This is an optimization exercise on Yosys and OpenROAD, whose aim is small area, a short achievable clock period and few clock cycles per item, not a production implementation. In this exercise RTL edits were held to simulation tests only and were not proved equivalent to the original. No activity file was given, so power comes from the tool's default toggle rates.

== run 1 ==
==> flow/design.v (excerpt) <==
module unpipelined_divider #
(
    parameter N = 32
)
(
    input wire [N-1:0] dividend,
    input wire [N-1:0] divisor,
    input wire start,
    input wire rst,
    input wire clk,
    output wire [N-1:0] quotient,
    output wire [N-1:0] remainder,
    output reg done
);
    reg [N-1:0] rem_reg;    
    reg [N-1:0] dq_reg;     
    reg [4:0]   cnt;        
    reg         busy;
    wire d_nz = |divisor;
    wire sk3 = (|divisor[31:24]) | (d_nz & ~(|dividend[31:8]));
    wire sk2 = (|divisor[31:16]) | (d_nz & ~(|dividend[31:16]));
    wire sk1 = (|divisor[31:8])  | (d_nz & ~(|dividend[31:24]));
    wire [1:0] sh = sk3 ? 2'd3 : sk2 ? 2'd2 : sk1 ? 2'd1 : 2'd0;
    wire [2*N-1:0] load = {{N{1'b0}}, dividend} << {sh, 3'b000};
    wire [N:0] t = {rem_reg, dq_reg[N-1]};
    wire [N-1:0] r_step;
    wire ge;
    div_step #(.N(N)) step (.t(t), .divisor(divisor), .r(r_step), .ge(ge));
    always @(posedge clk) begin
        if (start) begin
            rem_reg <= load[2*N-1:N];
            dq_reg  <= load[N-1:0];
        end else begin
            rem_reg <= r_step;
            dq_reg  <= {dq_reg[N-2:0], ge};
        end
    end
    always @(posedge clk or posedge rst) begin
        if (rst) begin
            busy <= 1'b0;
            done <= 1'b0;
            cnt  <= 5'd0;
        end else begin
            done <= busy && (cnt == 5'd31);
            if (start) begin
                busy <= 1'b1;
                cnt  <= {sh, 3'b000};
            end else if (busy) begin
                cnt <= cnt + 5'd1;
                if (cnt == 5'd31) busy <= 1'b0;
            end
        end
    end
    assign quotient  = dq_reg;
    assign remainder = rem_reg;
endmodule
Size: about 71 flip-flops.
export LEC_CHECK = 0
export CAP_MARGIN = 20
export CORE_MARGIN = 2
export CORE_UTILIZATION = 40
export CTS_BUF_LIST = sky130_fd_sc_hd__clkbuf_4 sky130_fd_sc_hd__clkbuf_8
export SETUP_SLACK_MARGIN = 0.75
export SLEW_MARGIN = 20
create_clock -name core_clock -period 4.0 [get_ports {clk}]
standard.sh (not shown) runs the stock make flow with config.mk's settings and CLKGATE_MAP_FILE= SYNTH_SCRIPT=/design/flow/synth_recipe.tcl, a recipe that flattens the netlist after the stock synthesis.
==> flow/flow/run.sh <==
#!/bin/bash
# The standard layout, with the port buffers set to the library's smallest
# plain buffer (buffer_ports otherwise picks a delay cell) and the settings
# below passed to the ORFS make.
set -euo pipefail
export BUFFER_PORTS_ARGS="-buffer_cell sky130_fd_sc_hd__buf_1"

bash standard.sh > standard.log 2>&1
Run 1 has completed all stages; timing, DRC and antenna checks passed.
Testbench counts of run 1, summed over its fixed seeds: cycles 10,456, items 512.
Setup changes, run 1 to run 2
- SETUP_SLACK_MARGIN changed from 0.75 to 1.25
Row final cell count without fillers: run 2 higher / run 1 lower. Total length of routed wires, run 1 and run 2: smaller value in run 1. When the final numbers for run 1 and run 2 were put side by side, the total global-route track usage turned out to be greater in run 2. On synthesized net count, run 1 tracks run 2 almost exactly. Measured against run 2, the final area of run 1 comes out at 0.865 times the reference value.
Inputs modified between run 2 and run 3:
- a change of SETUP_SLACK_MARGIN from 1.25 to 0.5
[summary]
Compared with run 2, in run 3 pre-CTS worst setup slack fell 0.018 ns, maximum cell stage delay along the critical path rose 0.06 ns. Wire length per cell after detailed routing is higher on run 2. Routing usage on met1 sits lower in run 3 than in run 2. Summary of run 3 over run 2: fraction of final layout cells with drive strength greater than 1 shrank by 14 points, HPWL after detailed placement grew by about 0.9%, setup slack shrank by 0.36 ns, wire length shrank by about 10%.
Changes in run 4 relative to run 3:
- CORE_UTILIZATION: 40 -> 55
- SETUP_SLACK_MARGIN: 0.5 -> 1.1
Notes after the runs:
Horizontal extent of the die: run 4 lower than run 3
The via count reported for run 4 is higher than the one for run 3.
In run 4, worst-case hold slack is lower than in run 3.
Comparing run 4 with run 3, the final total power came out essentially unchanged.
Number of input and output port buffers inserted: run 4 vs run 3 identical
[diff] area of the die, run 4 relative to run 3: improvement
Run 4 vs run 3: multi-input combinational area share up
Note that the design area recorded for run 3 amounts to 0.945 times the value seen in run 4.
The fraction of area in registers reported for run 4 is smaller than that of run 3 by 1.4 points.
The end point of the critical path comes out rem_reg[18] in one run and rem_reg[19] in the other, namely in run 4 and run 3 respectively.
Going from run 3 to run 4, endpoint required time on the critical path saw an increase, core utilization shows an increase of 22 points.
## Diff of input files: run 5 against run 4
- CORE_UTILIZATION now 40, was 55
- ABC_AREA now 1, previously not set
- SETUP_SLACK_MARGIN now 1.0, was 1.1
On wire length on met2: between run 5 and run 4, it ends up lower for run 4.
No stage failed in run 5, and the final checks on the layout all came back clean.
Switching power of the nets: run 5 worse than run 4
Run 5 vs. run 4: share of total power in the clock network went down by 15 points.
Inputs modified between run 5 and run 6:
- PLACE_DENSITY now 0.8, previously not set
- ABC_AREA no longer set, was 1
- CORE_UTILIZATION now 55, was 40
Results
- Delta (run 6 minus run 5): post-route core utilization moved up, power share of the sequential group went up by 12 points, total wirelength of the detailed-routed design decreased by 13% relative to the old numbers.
- Run 5 → run 6: first-pass GRT wire length decreased about 17%, count of multi-input combinational gates decreased 229.
- The slowest cell on the critical path comes out buf_4 in one run and a211o_4 in the other, namely in run 5 and run 6 respectively.

-- afterwards: timing with drivers on the ports --
How much do the figures lean on ideal ports? The routed layouts below were timed once more, with nothing changed but the port constraints.
Step 1 sets driving cells, clkbuf_16 on the clock port and buf_2 on the other inputs (assumed; they add their load-dependent delay and slew).
Step 2, shift: input delay + t, output delay - t, t = (earliest + latest rising clock arrival at the registers) / 2. This alone moves slack from input paths to output paths.
Slacks: no drivers / after step 1 / after step 2; pairs: no drivers / after step 1.
run | t (ns) | setup WS [ns] | clock arrival spread, ns | worst register clock-pin slew, ns | worst data-port slew with drivers (ns)
run 1 | 0.385 | 0.899 / 0.907 / 0.522 | 0.010 / 0.011 | 0.08 / 0.08 | 0.04
run 2 | 0.386 | 1.140 / 1.133 / 0.748 | 0.009 / 0.009 | 0.08 / 0.08 | 0.05
run 3 | 0.385 | 0.776 / 0.783 / 0.398 | 0.013 / 0.013 | 0.09 / 0.09 | 0.04
run 4 | 0.386 | 1.111 / 1.113 / 0.727 | 0.022 / 0.023 | 0.09 / 0.09 | 0.05
run 5 | 0.401 | 1.192 / 1.207 / 0.806 | 0.012 / 0.012 | 0.09 / 0.09 | 0.05
run 6 | 0.394 | 1.032 / 1.040 / 0.647 | 0.017 / 0.017 | 0.09 / 0.09 | 0.04
After both steps setup and hold are still met in every run listed. For run 2, which loses most, drivers alone change the setup slack by -0.007 ns; drivers and shift together by -0.392 ns.
